Context: an optimization exercise on an open-source flow, tuned for small area, a short achievable clock period and few clock cycles per item. The choices shown serve that exercise and are no tape-out recipe.
Where RTL was checked, it was by simulation tests only, not by an equivalence proof against the original.
No functional check of the RTL was part of run 1.
Power figures rest on the tool's default switching activity, not on a simulated workload.

==> flow/design.v (outline; a module is shown in full before it is edited, if it fits) <==
// module Convolution: 2121 lines
// module fa: 6 lines
// module wsel: 7 lines
// module cpa: 24 lines
module Convolution(clk, rst_n, in_valid, weight_valid,
  In_IFM_1, In_IFM_2, In_IFM_3, In_IFM_4, In_IFM_5, In_IFM_6, In_IFM_7, In_IFM_8, In_IFM_9,
  In_Weight_1, In_Weight_2, In_Weight_3, In_Weight_4, In_Weight_5, In_Weight_6, In_Weight_7, In_Weight_8, In_Weight_9,
  out_valid, Out_OFM);
  // ...
==> flow/flow/run.sh <==
#!/bin/bash
# Own flow: the standard ORFS flow (standard synthesis, same steps), with
#  - port buffers of a plain small buffer cell (every input and output port still gets one),
#  - a tighter setup-slack target for the resizer's timing repair.
# Each tool's full output goes to flow_*.log in this folder; ORFS's own per-step logs stay
# under orfs/logs/.
set -euo pipefail
MARGIN=$(cat flow/margin.txt 2>/dev/null || echo 5.4)
export BUFFER_PORTS_ARGS="-buffer_cell sky130_fd_sc_hd__buf_1"
bash standard.sh SETUP_SLACK_MARGIN=$MARGIN finish > flow_orfs.log 2>&1
==> flow/flow/margin.txt <==
5.5
==> flow/standard.sh <==
#!/bin/bash
# synth_recipe.tcl (not shown) runs the flow's synth.tcl, then flattens the netlist and writes it again
# the make line also repeats each setting of config.mk as NAME=value (left out here)
make -C /OpenROAD-flow-scripts/flow DESIGN_CONFIG=/design/flow/config.mk WORK_HOME=/design/flow/orfs CLKGATE_MAP_FILE= SYNTH_SCRIPT=/design/flow/synth_recipe.tcl "${@:-finish}"
==> flow/config.mk <==
export PLATFORM = sky130hd
export DESIGN_NAME = Convolution
export DESIGN_NICKNAME = Convolution
export VERILOG_FILES = /design/flow/design.v
export SDC_FILE = /design/flow/constraint.sdc
export NUM_CORES = 8
export LEC_CHECK = 0
export ABC_CLOCK_PERIOD_IN_PS = 2000
export CAP_MARGIN = 20
export CORE_MARGIN = 2
export CORE_UTILIZATION = 60
export PLACE_DENSITY = 0.7
export SLEW_MARGIN = 20
export SYNTH_HIERARCHICAL = 1
==> flow/constraint.sdc <==
create_clock -name core_clock -period 8.0 [get_ports {clk}]
set_input_delay 1.6000 -clock core_clock [delete_from_list [all_inputs] [get_ports {clk}]]
set_output_delay 1.6000 -clock core_clock [all_outputs]
set_load 0.01 [all_outputs]
==> results by group, run 1 <==
Status
  – Status: no timing/DRC/antenna violations

STA
  – Min Tclk post-route: 2.792 ns
  – Hold_ws: 0.3295 ns
  – Tcrit/Tclk final: 34.90%

Power
  – P_comb: 7.33 mW
  – Combinational Power Share: 60.4%
  – Switching share of power: 41.21%
  – Cell Pwr Density: 427.7 nW/µm²

Yosys
  – Synth Instances: 1,799
  – Post-synth EDFFs: 0
  – Commonest cells post-synth: nand2_1 (571), fa_1 (556), dfxtp_1 (338), buf_6 (153), mux2_4 (72)
  – Largest family of logic cells by synthesized area: adder cells
  – Number of synthesized register bits: 342

Worst setup path
  – Largest fanout on the critical path: 6
  – WS Path Type: reg2reg
  – WP buf/inv: 1
  – R2R Setup Slk: 5.21 ns
  – Slowest Stage Delay on Critical Path: 0.56 ns
  – Worst Setup EP: k1_995

Layout
  – Ant diodes: 0
  – Multi-In Gates: 1,281
  – Fillcell total: 2,442
  – Layout cells sized above 1: 45.24%
  – Bufs w/o clock: 337
  – Final-layout clock-cell area share: 4.660%

Clock tree
  – Worst-path clk slew: 0.06 ns
  – Cts hold-fix bufs: 0

Place
  – Post-DP HPWL: 49.98 mm

Routing
  – Pre-Repair DR Iteration Count: 7
  – Drt total wl: 72.25 mm
  – Met1 WL: 24.62 mm

GRT
  – Largest net degree at the start of global routing: 47
  – First-pass GRT wire length: 97.90 mm
  – Total Routing Usage GR: 33.38%
  – Routing usage on met3: 7.111%
  – Vias in the first global route: 15,780
  – Grt peak-use layer: met2
==> module cpa, before the edit <==
module cpa(a, b, s);
parameter N = 16;
input [N-1:0] a, b;
output [N-1:0] s;
localparam LV = $clog2(N);
wire [(LV+1)*N-1:0] g, p;
assign g[N-1:0] = ~a & ~b;
assign p[N-1:0] = a ^ b;
genvar l, i;
generate
  for (l = 0; l < LV; l = l + 1) begin : lvl
    for (i = 0; i < N; i = i + 1) begin : bt
      if (i >= (1 << l)) begin : op
        assign g[(l+1)*N+i] = g[l*N+i] | (p[l*N+i] & g[l*N+i-(1<<l)]);
        assign p[(l+1)*N+i] = p[l*N+i] & p[l*N+i-(1<<l)];
      end else begin : pass
        assign g[(l+1)*N+i] = g[l*N+i];
        assign p[(l+1)*N+i] = p[l*N+i];
      end
    end
  end
endgenerate
assign s = p[N-1:0] ^ {g[LV*N+N-2:LV*N], 1'b0};
endmodule
==> run 2, diff against run 1 <==
--- a/flow/design.v
+++ b/flow/design.v
@@ -2109,17 +2109,17 @@
   k2_1259 <= c1214;
   k2_1260 <= c1216;
   k2_1261 <= c1218;
   k2_1262 <= c1226;
 end
 wire [12:0] fa_a = {1'b1,c1284,s1283,k2_1259,k2_1256,s1279,s1277,s1275,s1273,s1271,s1269,s1267,c1264};
 wire [12:0] fa_b = {1'b1,1'b1,c1282,s1281,c1280,c1278,c1276,c1274,c1272,c1270,c1268,c1266,s1265};
 wire [12:0] hi;
-cpa #(.N(13)) u_cpa(.a(fa_a), .b(fa_b), .s(hi));
+cpa #(.N(13), .LV(4)) u_cpa(.a(fa_a), .b(fa_b), .s(hi));
 reg [19:0] ofm;
 always @(posedge clk) ofm <= {hi, ~{s1263,k2_1232,k2_1231,k2_1230,k2_1229,k2_1228,k2_1227}};
 assign Out_OFM = {1'd0, ofm};
 endmodule
 module fa(a, b, c, s, co);
 input a, b, c;
 output s, co;
 assign s = a ^ b ^ c;
@@ -2131,17 +2131,17 @@
 input [N-1:0] a, b;
 output [N-1:0] y;
 assign y = s ? a : b;
 endmodule
 module cpa(a, b, s);
 parameter N = 16;
 input [N-1:0] a, b;
 output [N-1:0] s;
-localparam LV = $clog2(N);
+parameter LV = 4;   
 wire [(LV+1)*N-1:0] g, p;
 assign g[N-1:0] = ~a & ~b;
 assign p[N-1:0] = a ^ b;
 genvar l, i;
 generate
   for (l = 0; l < LV; l = l + 1) begin : lvl
     for (i = 0; i < N; i = i + 1) begin : bt
       if (i >= (1 << l)) begin : op
==> flow/flow/margin.txt (replaced) <==
5.2
==> run 2 against run 1 <==
  * Combinational power decreased by 14%
  * Register-to-register slack about the same
  * Synthesized cell count did not move
  * Global-route usage is 1.8 points lower
==> results by group, run 2 <==
Yosys
  – Ys flop type: dfxtp_1 (unchanged)
  – Count leader, synth: nand2_1 (unchanged)
  – Cell Area, Synth: 23,620 µm² (unchanged)
  – Yosys top cell by area: fa_1 (unchanged)
  – Warnings from Yosys: 7 (unchanged)
  – Synth async-reset ratio: 1.170% (unchanged)
  – Number of synthesized register bits: 342 (unchanged)
  – Synth Instances: 1,799 (unchanged)
  – Syn_area_per_cell: 13.13 µm² (unchanged)
  – Synth area leaders: fa_1 (47%), dfxtp_1 (29%), nand2_1 (9.1%), buf_6 (7.3%), mux2_4 (4.6%) (unchanged)
  – Post-synth EDFFs: 0 (unchanged)
  – Yosys top cell area share: 47.12% (unchanged)
  – Sequential area share after synthesis: 29.07% (unchanged)
  – Library cells used by synthesis: 28 (unchanged)
  – Commonest cells post-synth: nand2_1 (571), fa_1 (556), dfxtp_1 (338), buf_6 (153), mux2_4 (72) (unchanged)

Clock tree
  – Clock sink count: 342 (unchanged)
  – Clk latency of the worst-skew pair: 0.57 ns (was 0.58 ns)
  – Clock H-tree levels: 2 (unchanged)
  – Clock Tree Buf Depth: 3 (unchanged)
  – CTS Buf Count: 38 (unchanged)
  – CTS tree: yes (unchanged)
  – Worst-path clk slew: 0.06 ns (about the same)
  – Clock root buffer master: clkbuf_16 (unchanged)
  – # Post-CTS Setup Buffers: 0 (was 49)

Worst setup path
  – Arr. time, crit path: 3.22 ns (was 3.23 ns)
  – Startpoint Class: flip-flop (unchanged)
  – Crit end category: flip-flop (unchanged)
  – WS Path Type: reg2reg (unchanged)
  – Reg-to-reg startpoint: k1_916 (was w2[4])
  – Largest fanout on the critical path: 1 (was 6)
  – R2R Setup Slk: 5.21 ns (about the same)
  – Required @ worst endpoint: 8.43 ns (was 8.44 ns)
  – Crit Reg-Reg Endpoint: k2_1238 (was k1_995)
  – Worst reg-to-reg path cell count: 5 (was 6)

STA
  – Setup violators final: 0 (unchanged)
  – Min Tclk post-route: 2.795 ns (was 2.792 ns)
  – Worst slew margin: 58.55% (was 61.45%)
  – Hold_ws: 0.3265 ns (was 0.3295 ns)
  – Tcrit/Tclk final: 34.93% (was 34.90%)
  – Worst-Margin Slew: 0.6218 ns (was 0.5783 ns)
  – Fmax: 357.8 MHz (was 358.1 MHz)
  – Max-slew violation count: 0 (unchanged)
  – RSZ-0062 raised after global routing: yes (unchanged)
  – Worst Skew: 0.01671 ns (was 0.04094 ns)
  – Setup TNS: 0 ns (unchanged)
  – Final Hold Fails: 0 (unchanged)

Hold path
  – Hold Path End: k2_1228 (unchanged)
  – WHS Path Cells: 0 (unchanged)
  – Hold Path Class: reg2reg (unchanged)
  – Hold Crit Start: k1_880 (unchanged)

Layout
  – Layout area overhead: 4.592% (was 20.02%)
  – Ant diodes: 0 (unchanged)
  – Most common cell after layout, fill and taps aside: nand2_1 (unchanged)
  – Nets: 2,581 (was 2,749)
  – Largest register FFs: 20 (unchanged)
  – Reg with most FFs: ofm (unchanged)
  – Layout cells sized above 1: 16.19% (was 45.24%)
  – Most frequent cells in the layout: nand2_1 (571), fa_1 (537), dfxtp_1 (196), buf_1 (167), dfxtp_2 (118) (was nand2_1 (470), fa_2 (337), fa_1 (219), dfxtp_1 (181), buf_1 (146))
  – Fillcell total: 3,019 (was 2,442)

GRT
  – Initial antenna violation count: 0 (unchanged)
  – First-pass GRT wire length: 93.29 mm (was 97.90 mm)
  – Largest net degree at the start of global routing: 45 (was 47)
  – Total Routing Usage GR: 31.53% (was 33.38%)
  – Global route total overflow: 0 (unchanged)
  – Vias in the first global route: 15,090 (was 15,780)

Floorplanning
  – I/O pins: 170 (unchanged)
  – Placeable Area: 38,740 µm² (unchanged)
  – Chip Width: 202.4 µm (unchanged)
  – Initial core utilization: 60.98% (unchanged)
  – Die H: 202.4 µm (unchanged)
  – Die footprint: 40,970 µm² (unchanged)
  – FP Rows: 72 (unchanged)

Routing
  – Post-route ant nets: 0 (unchanged)
  – Overall via count from detail_route: 13,500 (was 15,030)
  – Drt initial violations: 1,317 (was 1,626)
  – DRC violations left: 0 (unchanged)
  – Pre-Repair DR Iteration Count: 5 (was 7)
  – Vias per inst: 5.605 (was 5.829)
  – Drt total wl: 59.71 mm (was 72.25 mm)
  – Wire length per cell: 24.80 µm (was 28.02 µm)

Power
  – Share of power burned in the clock network: 15.5% (was 15.4%)
  – Combinational Power Share: 57.7% (was 60.4%)
  – Total chip power: 10.89 mW (was 12.12 mW)
  – Cell Pwr Density: 440.9 nW/µm² (was 427.7 nW/µm²)
  – P_int: 6.315 mW (was 7.128 mW)
  – Peak VDD IR: 616.9 µV (was 589.8 µV)
  – Seq pwr share: 26.8% (was 24.1%)
  – Leakage Power: 8.998 nW (was 10.36 nW)
  – Sw power: 4.578 mW (was 4.997 mW)
  – Switching share of power: 42.03% (was 41.21%)

Status
  – Status: no timing/DRC/antenna violations (unchanged)

Place
  – GPL Wtd Cong: 0.9524 (was 0.9851)
  – Post-DP HPWL: 50.03 mm (was 49.98 mm)
  – Number of port buffers: 168 (unchanged)

Flow run
  – Max Cap Viol: 0 (unchanged)
==> run 2: cell count changes in the layout (fill, tap and decap cells not counted), moves of 15 or more <==
cell     previous run  this run
fa_1              219       537
fa_2              337        19
dfxtp_4           142        24
dfxtp_2            15       118
nand2_1           470       571
buf_4              82         0
nand2_2            73         7
buf_6              47         1
nand2_4            35         0
buf_12             33         0
buf_1             146       167
buf_2              17         0
dfxtp_1           181       196
==> run 2: logic make-up (layout without fill, tap and decap cells) <==
| family | count (synthesis) | count (layout) | share of synthesized area (%) |
|---|---|---|---|
| and+or+nand+nor | 589 | 589 | 9.508 |
| other | 2 | 13 | 0.03179 |
| DFF | 342 | 342 | 29.07 |
| xor gates and xnor gates | 12 | 12 | 0.4449 |
| buffers and inverters | 187 | 267 | 7.850 |
| adders and majority gates | 568 | 568 | 47.76 |
| muxes | 72 | 72 | 4.577 |
| AOI/OAI and AO/OA | 27 | 27 | 0.7627 |
==> run 2: worst max-delay path: stages, from the launching register on <==
cell	delay [ns]
dfxtp_2	0.34
fa_2	0.39
fa_1	0.50
fa_1	0.44
fa_1	0.51
fa_1	0.47
==> run 2: through the flow <==
| stage | cells | worst slack [ns] | cell area (µm²) | util (%) |
|---|---|---|---|---|
| 4_1_cts | 2408 | 5.177 | 24560 | 63.41 |
| 3_3_place_gp | 2343 | 4.645 | 23220 | 59.95 |
| 5_1_grt | 2408 | 5.159 | 24710 | 63.78 |
| 6_report | 2408 | 5.205 | 24710 | 63.78 |
| 3_5_place_dp | 2343 | 4.602 | 23220 | 59.95 |
| 2_1_floorplan | 1810 | 5.322 | 23660 | - |
==> run 2: modules after synthesis (local to each module, per instance), a selection <==
module       flops+latches  copies in the design  area [µm²]
Convolution            342                     1       10710
fa                       0                   555       20.02
==> run 2: power groups by stage <==
stage	Combinational, mW	Clock, mW	Sequential [mW]
floorplan	4.23	0	2.74
global placement	6.09	0	2.91
detailed placement	6.30	0	2.93
CTS	6.36	1.72	2.91
global route	7.20	1.79	2.97
finish	6.29	1.69	2.92
==> run 2: repair_timing <==
item | 4_1_cts | 5_1_grt
pin swaps | 1 | 3
endpoints found under the setup margin | 58 | 94
gates resized for setup | 124 | 65
hold buffers | 0 | 0
==> run 2: area by class of cell <==
cell class | count | area, µm² | area share, %
inverter | 33 | 123.9 | 0.5014
multi-input combinational | 1281 | 15000 | 60.73
sequential | 342 | 7104 | 28.76
clock inverter | 16 | 138.9 | 0.5621
clock buffer | 49 | 1042 | 4.219
timing repair buffer | 169 | 645.6 | 2.613
tap | 518 | 648.1 | 2.623
==> run 2: worst max-delay path by stage <==
stage / from / end / cells past startpoint
6_report: k1_916 / k2_1238 / 5
5_1_grt: k1_916 / k2_1238 / 5
2_1_floorplan: k1_961 / k2_1249 / 5
3_3_place_gp: weight_valid / w8[0] / 3
3_5_place_dp: weight_valid / w7[1] / 3
4_1_cts: k1_916 / k2_1238 / 5
==> run 2: layer usage <==
metal / GRT usage (%) / part of all wire (%) / vias up
li1: - / - / 5504
met1: 42.30 / 37 / 7035
met2: 49.00 / 47 / 808
met3: 5.756 / 9.5 / 151
met4: 17.96 / 6.4 / 0
met5: 0 / 0 / -
Testbench counts of run 2, summed over its fixed seeds: cycles 824, items 800.

==> afterwards: timing with drivers on the ports <==
No port has a modelled driver above. Below, the same layouts with a new extraction and two added sets of constraints.
Step 1, drivers: a clkbuf_16 drives clk and a buf_2 each remaining input, both assumed.
Step 2 times the ports against the registers' clock, not the clock port: input delays grow and output delays shrink by t, the midpoint of the rising clock arrivals with the driver on.
a / b / c = no drivers / after step 1 / after step 2; a / b = the first two.
| run | t, ns | slack for setup (ns) | hold slack, ns | slew at the worst register clock pin (ns) | worst slew at a driven data input, ns |
|---|---|---|---|---|---|
| run 1 | 0.615 | 5.208 / 5.208 / 4.925 | 0.329 / 0.329 / 0.329 | 0.07 / 0.07 | 0.05 |
| run 2 | 0.621 | 5.205 / 5.205 / 4.806 | 0.326 / 0.326 / 0.326 | 0.06 / 0.06 | 0.05 |
After both steps setup and hold are still met in every run listed. For run 2, which loses most, drivers alone change the setup slack by 0.000 ns; drivers and shift together by -0.399 ns.
